Background: an optimization exercise with open tools, aiming at small area. Do not read the settings as production practice. The RTL was checked by simulation tests, not by an equivalence proof against the original design. No activity file was given, so power comes from the tool's default toggle rates.

File: flow/constraint.sdc
create_clock -name core_clock -period 10.0 [get_ports {clk}]
set_input_delay 2.0000 -clock core_clock [delete_from_list [all_inputs] [get_ports {clk}]]
set_output_delay 2.0000 -clock core_clock [all_outputs]
set_load 0.01 [all_outputs]
File: flow/design.v
module stopwatch(clk, rst, key_reset, key_start_pause, key_display_stop,
 hex0, hex1, hex2, hex3, hex4, hex5, hex6, hex7,
 led0, led1, led2);
	input clk, rst, key_reset, key_start_pause, key_display_stop;
	output [6:0] hex0, hex1, hex2, hex3, hex4, hex5, hex6, hex7;
	output led0, led1, led2;
	reg [3:0] ph;
	wire [3:0] ph_n;
	assign ph_n[0] = (~ph[0]);
	assign ph_n[1] = (~ph[1] & ph[0]) | (~ph[3] & ph[1] & ~ph[0]);
	assign ph_n[2] = (~ph[2] & ph[1] & ph[0]) | (ph[2] & ~ph[1]) | (ph[2] & ~ph[0]);
	assign ph_n[3] = (ph[3] & ~ph[1]) | (ph[2] & ph[1] & ph[0]);
	wire smp = (ph[3] & ph[1]);
	wire ph2 = (~ph[3] & ~ph[2] & ph[1] & ~ph[0]);
	wire ph3 = (~ph[2] & ph[1] & ph[0]);
	always @(posedge clk)
		if (rst) ph <= 4'b0000;
		else ph <= ph_n;
	reg s_s, s_d, s_r;
	reg p_s, p_d, p_r;
	always @(posedge clk)
		if (rst) begin
			s_s <= 1'b0; s_d <= 1'b0; s_r <= 1'b0;
			p_s <= 1'b0; p_d <= 1'b0; p_r <= 1'b0;
		end else if (smp) begin
			s_s <= key_start_pause; s_d <= key_display_stop; s_r <= key_reset;
			p_s <= s_s & ~key_start_pause;
			p_d <= s_d & ~key_display_stop;
			p_r <= s_r & ~key_reset;
		end
	reg frz, run;
	always @(posedge clk)
		if (rst) begin
			frz <= 1'b0; run <= 1'b0;
		end else begin
			if (ph2) frz <= frz ^ p_d;
			if (ph3) run <= run ^ p_s;
		end
	wire clr = ph3 & p_r & ~run;
	reg [1:0] pre;
	wire [1:0] pre_n;
	assign pre_n[0] = (~pre[1] & ~pre[0]);
	assign pre_n[1] = (pre[0]);
	always @(posedge clk)
		if (rst) pre <= 2'b00;
		else if (run) pre <= pre_n;
	wire e0 = run & ((pre[1]));
	wire z = rst | clr;
	wire hold = frz & ~rst;
	reg [3:0] c0, d0;
	wire [3:0] t0, n0;
	wire l0 = (c0[3] & c0[0]);
	wire e1 = e0 & l0;
	assign t0[0] = (~c0[0]);
	assign t0[1] = (~c0[3] & ~c0[1] & c0[0]) | (c0[1] & ~c0[0]);
	assign t0[2] = (~c0[2] & c0[1] & c0[0]) | (c0[2] & ~c0[1]) | (c0[2] & ~c0[0]);
	assign t0[3] = (c0[3] & ~c0[0]) | (c0[2] & c0[1] & c0[0]);
	assign n0 = z ? 4'b0000 : e0 ? t0 : c0;
	always @(posedge clk) c0 <= n0;
	always @(posedge clk) if (!hold) d0 <= n0;
	assign hex0[0] = (~d0[3] & ~d0[2] & ~d0[1] & d0[0]) | (d0[2] & ~d0[1] & ~d0[0]);
	assign hex0[1] = (d0[2] & ~d0[1] & d0[0]) | (d0[2] & d0[1] & ~d0[0]);
	assign hex0[2] = (~d0[2] & d0[1] & ~d0[0]);
	assign hex0[3] = (~d0[3] & ~d0[2] & ~d0[1] & d0[0]) | (d0[2] & ~d0[1] & ~d0[0]) | (d0[2] & d0[1] & d0[0]);
	assign hex0[4] = (d0[0]) | (d0[2] & ~d0[1]);
	assign hex0[5] = (~d0[3] & ~d0[2] & d0[0]) | (~d0[2] & d0[1]) | (d0[1] & d0[0]);
	assign hex0[6] = (~d0[3] & ~d0[2] & ~d0[1]) | (d0[2] & d0[1] & d0[0]);
	reg [3:0] c1, d1;
	wire [3:0] t1, n1;
	wire l1 = (c1[3] & c1[0]);
	wire e2 = e1 & l1;
	assign t1[0] = (~c1[0]);
	assign t1[1] = (~c1[3] & ~c1[1] & c1[0]) | (c1[1] & ~c1[0]);
	assign t1[2] = (~c1[2] & c1[1] & c1[0]) | (c1[2] & ~c1[1]) | (c1[2] & ~c1[0]);
	assign t1[3] = (c1[3] & ~c1[0]) | (c1[2] & c1[1] & c1[0]);
	assign n1 = z ? 4'b0000 : e1 ? t1 : c1;
	always @(posedge clk) c1 <= n1;
	always @(posedge clk) if (!hold) d1 <= n1;
	assign hex1[0] = (~d1[3] & ~d1[2] & ~d1[1] & d1[0]) | (d1[2] & ~d1[1] & ~d1[0]);
	assign hex1[1] = (d1[2] & ~d1[1] & d1[0]) | (d1[2] & d1[1] & ~d1[0]);
	assign hex1[2] = (~d1[2] & d1[1] & ~d1[0]);
	assign hex1[3] = (~d1[3] & ~d1[2] & ~d1[1] & d1[0]) | (d1[2] & ~d1[1] & ~d1[0]) | (d1[2] & d1[1] & d1[0]);
	assign hex1[4] = (d1[0]) | (d1[2] & ~d1[1]);
	assign hex1[5] = (~d1[3] & ~d1[2] & d1[0]) | (~d1[2] & d1[1]) | (d1[1] & d1[0]);
	assign hex1[6] = (~d1[3] & ~d1[2] & ~d1[1]) | (d1[2] & d1[1] & d1[0]);
	reg [3:0] c2, d2;
	wire [3:0] t2, n2;
	wire l2 = (c2[3] & c2[0]);
	wire e3 = e2 & l2;
	assign t2[0] = (~c2[0]);
	assign t2[1] = (~c2[3] & ~c2[1] & c2[0]) | (c2[1] & ~c2[0]);
	assign t2[2] = (~c2[2] & c2[1] & c2[0]) | (c2[2] & ~c2[1]) | (c2[2] & ~c2[0]);
	assign t2[3] = (c2[3] & ~c2[0]) | (c2[2] & c2[1] & c2[0]);
	assign n2 = z ? 4'b0000 : e2 ? t2 : c2;
	always @(posedge clk) c2 <= n2;
	always @(posedge clk) if (!hold) d2 <= n2;
	assign hex2[0] = (~d2[3] & ~d2[2] & ~d2[1] & d2[0]) | (d2[2] & ~d2[1] & ~d2[0]);
	assign hex2[1] = (d2[2] & ~d2[1] & d2[0]) | (d2[2] & d2[1] & ~d2[0]);
	assign hex2[2] = (~d2[2] & d2[1] & ~d2[0]);
	assign hex2[3] = (~d2[3] & ~d2[2] & ~d2[1] & d2[0]) | (d2[2] & ~d2[1] & ~d2[0]) | (d2[2] & d2[1] & d2[0]);
	assign hex2[4] = (d2[0]) | (d2[2] & ~d2[1]);
	assign hex2[5] = (~d2[3] & ~d2[2] & d2[0]) | (~d2[2] & d2[1]) | (d2[1] & d2[0]);
	assign hex2[6] = (~d2[3] & ~d2[2] & ~d2[1]) | (d2[2] & d2[1] & d2[0]);
	reg [2:0] c3, d3;
	wire [2:0] t3, n3;
	wire l3 = (c3[2] & c3[0]);
	wire e4 = e3 & l3;
	assign t3[0] = (~c3[0]);
	assign t3[1] = (~c3[2] & ~c3[1] & c3[0]) | (c3[1] & ~c3[0]);
	assign t3[2] = (c3[1] & c3[0]) | (c3[2] & ~c3[0]);
	assign n3 = z ? 3'b000 : e3 ? t3 : c3;
	always @(posedge clk) c3 <= n3;
	always @(posedge clk) if (!hold) d3 <= n3;
	assign hex3[0] = (~d3[2] & ~d3[1] & d3[0]) | (d3[2] & ~d3[0]);
	assign hex3[1] = (d3[2] & d3[0]);
	assign hex3[2] = (d3[1] & ~d3[0]);
	assign hex3[3] = (~d3[2] & ~d3[1] & d3[0]) | (d3[2] & ~d3[0]);
	assign hex3[4] = (d3[0]) | (d3[2]);
	assign hex3[5] = (~d3[2] & d3[0]) | (d3[1]);
	assign hex3[6] = (~d3[2] & ~d3[1]);
	reg [3:0] c4, d4;
	wire [3:0] t4, n4;
	wire l4 = (c4[3] & c4[0]);
	wire e5 = e4 & l4;
	assign t4[0] = (~c4[0]);
	assign t4[1] = (~c4[3] & ~c4[1] & c4[0]) | (c4[1] & ~c4[0]);
	assign t4[2] = (~c4[2] & c4[1] & c4[0]) | (c4[2] & ~c4[1]) | (c4[2] & ~c4[0]);
	assign t4[3] = (c4[3] & ~c4[0]) | (c4[2] & c4[1] & c4[0]);
	assign n4 = z ? 4'b0000 : e4 ? t4 : c4;
	always @(posedge clk) c4 <= n4;
	always @(posedge clk) if (!hold) d4 <= n4;
	assign hex4[0] = (~d4[3] & ~d4[2] & ~d4[1] & d4[0]) | (d4[2] & ~d4[1] & ~d4[0]);
	assign hex4[1] = (d4[2] & ~d4[1] & d4[0]) | (d4[2] & d4[1] & ~d4[0]);
	assign hex4[2] = (~d4[2] & d4[1] & ~d4[0]);
	assign hex4[3] = (~d4[3] & ~d4[2] & ~d4[1] & d4[0]) | (d4[2] & ~d4[1] & ~d4[0]) | (d4[2] & d4[1] & d4[0]);
	assign hex4[4] = (d4[0]) | (d4[2] & ~d4[1]);
	assign hex4[5] = (~d4[3] & ~d4[2] & d4[0]) | (~d4[2] & d4[1]) | (d4[1] & d4[0]);
	assign hex4[6] = (~d4[3] & ~d4[2] & ~d4[1]) | (d4[2] & d4[1] & d4[0]);
	reg [2:0] c5, d5;
	wire [2:0] t5, n5;
	wire l5 = (c5[2] & c5[0]);
	wire e6 = e5 & l5;
	assign t5[0] = (~c5[0]);
	assign t5[1] = (~c5[2] & ~c5[1] & c5[0]) | (c5[1] & ~c5[0]);
	assign t5[2] = (c5[1] & c5[0]) | (c5[2] & ~c5[0]);
	assign n5 = z ? 3'b000 : e5 ? t5 : c5;
	always @(posedge clk) c5 <= n5;
	always @(posedge clk) if (!hold) d5 <= n5;
	assign hex5[0] = (~d5[2] & ~d5[1] & d5[0]) | (d5[2] & ~d5[0]);
	assign hex5[1] = (d5[2] & d5[0]);
	assign hex5[2] = (d5[1] & ~d5[0]);
	assign hex5[3] = (~d5[2] & ~d5[1] & d5[0]) | (d5[2] & ~d5[0]);
	assign hex5[4] = (d5[0]) | (d5[2]);
	assign hex5[5] = (~d5[2] & d5[0]) | (d5[1]);
	assign hex5[6] = (~d5[2] & ~d5[1]);
	reg [3:0] c6, d6;
	wire [3:0] t6, n6;
	wire l6 = (c6[3] & c6[0]);
	wire e7 = e6 & l6;
	assign t6[0] = (~c6[0]);
	assign t6[1] = (~c6[3] & ~c6[1] & c6[0]) | (c6[1] & ~c6[0]);
	assign t6[2] = (~c6[2] & c6[1] & c6[0]) | (c6[2] & ~c6[1]) | (c6[2] & ~c6[0]);
	assign t6[3] = (c6[3] & ~c6[0]) | (c6[2] & c6[1] & c6[0]);
	assign n6 = z ? 4'b0000 : e6 ? t6 : c6;
	always @(posedge clk) c6 <= n6;
	always @(posedge clk) if (!hold) d6 <= n6;
	assign hex6[0] = (~d6[3] & ~d6[2] & ~d6[1] & d6[0]) | (d6[2] & ~d6[1] & ~d6[0]);
	assign hex6[1] = (d6[2] & ~d6[1] & d6[0]) | (d6[2] & d6[1] & ~d6[0]);
	assign hex6[2] = (~d6[2] & d6[1] & ~d6[0]);
	assign hex6[3] = (~d6[3] & ~d6[2] & ~d6[1] & d6[0]) | (d6[2] & ~d6[1] & ~d6[0]) | (d6[2] & d6[1] & d6[0]);
	assign hex6[4] = (d6[0]) | (d6[2] & ~d6[1]);
	assign hex6[5] = (~d6[3] & ~d6[2] & d6[0]) | (~d6[2] & d6[1]) | (d6[1] & d6[0]);
	assign hex6[6] = (~d6[3] & ~d6[2] & ~d6[1]) | (d6[2] & d6[1] & d6[0]);
	reg [2:0] c7, d7;
	wire [2:0] t7, n7;
	wire l7 = (c7[2] & c7[0]);
	wire e8 = e7 & l7;
	assign t7[0] = (~c7[0]);
	assign t7[1] = (~c7[2] & ~c7[1] & c7[0]) | (c7[1] & ~c7[0]);
	assign t7[2] = (c7[1] & c7[0]) | (c7[2] & ~c7[0]);
	assign n7 = z ? 3'b000 : e7 ? t7 : c7;
	always @(posedge clk) c7 <= n7;
	always @(posedge clk) if (!hold) d7 <= n7;
	assign hex7[0] = (~d7[2] & ~d7[1] & d7[0]) | (d7[2] & ~d7[0]);
	assign hex7[1] = (d7[2] & d7[0]);
	assign hex7[2] = (d7[1] & ~d7[0]);
	assign hex7[3] = (~d7[2] & ~d7[1] & d7[0]) | (d7[2] & ~d7[0]);
	assign hex7[4] = (d7[0]) | (d7[2]);
	assign hex7[5] = (~d7[2] & d7[0]) | (d7[1]);
	assign hex7[6] = (~d7[2] & ~d7[1]);
	assign led0 = ~key_display_stop;
	assign led1 = ~key_start_pause;
	assign led2 = ~key_reset;
endmodule
File: flow/standard.sh
#!/bin/bash
# synth_recipe.tcl (not shown) runs the flow's synth.tcl, then flattens the netlist and writes it again
# the make line also repeats each setting of config.mk as NAME=value (left out here)
make -C /OpenROAD-flow-scripts/flow DESIGN_CONFIG=/design/flow/config.mk WORK_HOME=/design/flow/orfs CLKGATE_MAP_FILE= SYNTH_SCRIPT=/design/flow/synth_recipe.tcl "${@:-finish}"
File: flow/flow/run.sh
#!/bin/bash
set -euo pipefail
export BUFFER_PORTS_ARGS="-buffer_cell sky130_fd_sc_hd__buf_1"
export CTS_ARGS="-sink_clustering_enable -repair_clock_nets -buf_list sky130_fd_sc_hd__clkbuf_4 -dont_use_dummy_load -sink_clustering_size 10 -sink_clustering_max_diameter 60"
bash standard.sh > make_flow.log 2>&1
File: flow/config.mk
export PLATFORM = sky130hd
export DESIGN_NAME = stopwatch
export DESIGN_NICKNAME = stopwatch
export VERILOG_FILES = /design/flow/design.v
export SDC_FILE = /design/flow/constraint.sdc
export NUM_CORES = 8
export LEC_CHECK = 0
export ABC_AREA = 1
export CAP_MARGIN = 20
export CORE_MARGIN = 2
export CORE_UTILIZATION = 40
export SLEW_MARGIN = 20
==> impl_metrics.csv <==
group,metric,value,unit
pwr,combPwrFrac,1.8,%
timing,hold_slack,464.2,ps
timing,skew,26.31,ps
timing,max_freq,232.9,MHz
finish,drive_above_1_share,5.593,%
place,dp_hpwl,4065,µm
drt,first_pass_iters,4,
global_route,grt_pass1_wl,9798,µm
drt,drt_iter0_markers,152,
pwr,p_seq_share,69.4,%
global_route,grt_usage,14.01,%
synthesis,netlist_area,3187,µm²
run_status,status,"finished clean",
timing,setup_tns,0,ps
worst_setup_path,criticalPathCategory,"in2out",
timing,tightest_slew,509.2,ps
floorplanning,pin_count,64,
worst_setup_path,cp_data_required_time,8000,ps
global_route,grt_start_max_net_pins,22,
clocking,clock_path_buffers,2,
worst_setup_path,r2r_start,"ph[1]",
worst_hold_path,hold_path_depth,1,
clocking,hold_buffers,0,
synthesis,synth_area_per_cell,8.364,µm²
worst_setup_path,r2r_slack,8050,ps
worst_setup_path,worstRegToRegCells,7,
synthesis,synth_area_leaders,"edfxtp_1 (27%), dfxtp_1 (27%), nand2_1 (7.9%)",
timing,drv_slew,0,
pwr,swShare,20.74,%
clocking,clock_sinks,72,
drt,antenna_left,0,
pwr,ir_drop,0.07367,mV
clocking,cts_buffers,9,
timing,rsz0062_at_grt,"no",
timing,timing.final.hold_violations,0,
place,dp.cells,540,
pwr,finalPower,438.3,µW
finish,syn2layout_area_growth,12.29,%
pwr,internal-power,347.4,µW
floorplanning,die_x,93.26,µm
finish,diodes,0,
job,max-cap-violations,0,
worst_setup_path,cp-end-kind,"output pin",
timing,setup_viol,0,
finish,filler_cell_count,758,
drt,avgRoutedWirePerCell,10.11,µm
floorplanning,core,7727,µm²
synthesis,synth_area_leader_cell,"edfxtp_1",
finish,nets,454,
worst_hold_path,hold_path_class,"reg2reg",
clocking,cts_root_buffer,"clkbuf_4",
synthesis,ys_types,29,
pwr,p_leak,1.459,nW
floorplanning,rows,32,
finish,stdcell_count,549,
place,pre_cts_ws,5704,ps
drt,routed_wirelength,5549,µm
global_route,grt_pass1_vias,2376,
worst_hold_path,hold_end,"ph[0]",
worst_setup_path,cp_data_arrival_time,2290,ps
clocking,path_clk_slew,90,ps
synthesis,synth_fp_nets,386,
pwr,cellPowerDensity,122.5,nW/µm²
global_route,antenna_found_initial,0,
place,portBuffers,63,
floorplanning,start_util,41.24,%
floorplanning,dieArea,8697,µm²
place,gp_congestion,0.7870,
clocking,htree_num_levels,3,
synthesis,ys_ff_latch,72,
global_route,overflow,0,
synthesis,ys_warn_count,1,
drt,num_vias,2627,
synthesis,synth_top_area_share,27.33,%
clocking,ctsResizeCount,0,
timing,finalCriticalPeriod,4294,ps
drt,vias_per_cell,4.785,
worst_setup_path,crit_path_start_kind,"input port",
synthesis,netlist_instances,381,
worst_setup_path,path_max_fanout,3,
pwr,p_sw,90.91,µW
timing,setup_slack,5706,ps
timing,max-slew-margin-rel,66.02,%
worst_hold_path,hold_start,"ph[0]",
timing,timing.final.crit_share,42.94,%
floorplanning,dieHeight,93.26,µm
synthesis,yosysSeqAreaShare,54.34,%
pwr,power_frac_clock,28.8,%
drt,drc,0,
clocking,clkLatencyLatePin,410,ps
clocking,cts_tree,"built",
clocking,post-cts-setup-buffers,0,
worst_setup_path,worstReg2RegEnd,"d6[0]",
[layer usage]
metal	GRT usage, %	wire [µm]
met1	17.72	2606
met2	22.90	2618
met3	2.417	198
met4	7.353	125
met5	0	0
[layout make-up]
class                           instances  area [µm²]  share of cell area, %
Multi-Input combinational cell        246        1197                  33.46
Sequential cell                        72        1732                  48.39
Timing Repair Buffer                   64       244.0                  6.818
Tap cell                              102       127.6                  3.566
Inverter                               56       210.2                  5.874
Clock buffer                            9       67.56                  1.888
[cell usage in the layout (no fill, tap or decap), drive strengths merged, types with 2 or more instances in the layout]
cell type / Yosys / layout
or2: 3 / 3
nand4: 3 / 3
nand3: 33 / 33
nor2: 45 / 45
a211oi: 2 / 2
buf: 6 / 64
o211ai: 6 / 6
dfxtp: 43 / 43
a21oi: 27 / 27
o21ai: 34 / 34
nand2: 71 / 71
nor3: 13 / 13
inv: 56 / 56
clkbuf: 1 / 9
o21a: 5 / 5
edfxtp: 29 / 29
[stage by stage]
stage | utilization, % | area, µm²
CTS | 46.31 | 3578
detailed placement | 45.43 | 3511
global placement | 45.43 | 3511
floorplan | - | 3187
global route | 46.31 | 3578
finish | 46.31 | 3578
[worst max-delay path by stage]
stage,cells past startpoint,end,slack (ps),from
6_report,3,led1,5710,key_start_pause
5_1_grt,3,led1,5660,key_start_pause
4_1_cts,3,led1,5700,key_start_pause
3_5_place_dp,3,led1,5700,key_start_pause
3_3_place_gp,3,led1,5710,key_start_pause
2_1_floorplan,1,led0,5900,key_display_stop
[synth_stat cells (all sizes together)]
master  instances
a21oi          27
edfxtp         29
buf             6
nor3           13
or2             3
nand4           3
o22ai           1
o21ai          34
nand3          33
xor2            1
o21a            5
and3            1
inv            56
nand2          71
dfxtp          43
nor2           45
o211ai          6
a211oi          2
clkbuf          1
a22oi           1
[worst max-delay path: stages]
cell   delay (ps)
buf_1          70
inv_1          80
buf_1         150
[power groups by stage]
stage                     logic [mW]  registers, mW  clock network (mW)
after floorplan              0.00570          0.311                   0
after global placement       0.00780          0.311                   0
after detailed placement     0.00797          0.311                   0
after CTS                    0.00800          0.304               0.131
after global routing         0.00905          0.305               0.140
final                        0.00781          0.304               0.126
[cells by family (layout without fill, tap and decap cells)]
group                     count (synthesis)  count (layout)  synth area share [%]
AOI/OAI and AO/OA                        76              76                 13.19
xor gates and xnor gates                  1               1                0.2749
buffers and inverters                    63             129                 8.088
DFF                                      72              72                 54.34
and+or+nand+nor                         169             169                 24.11

==> static timing again, ports no longer ideal <==
Ports are ideal in the flow. The routed layout listed here was re-timed in OpenROAD.
Step 1: set_driving_cell puts a clkbuf_16 on clk and a buf_2 on each other input, an assumption about the parent block.
Step 2 moves the port delays by t, midway between the first and last clock arrival at a register: inputs arrive t later, outputs are due t later. That takes back most of the time a late clock gives input paths.
Three values: ideal ports, drivers, drivers and shift; two values: the first two.
t, ns: 0.417
setup slack, ns: 5.706 / 5.686 / 5.686
hold slack, ns: 0.464 / 0.464 / 0.464
After both steps this run still meets setup and hold. For this run, drivers alone change the setup slack by -0.020 ns; drivers and shift together by -0.020 ns.
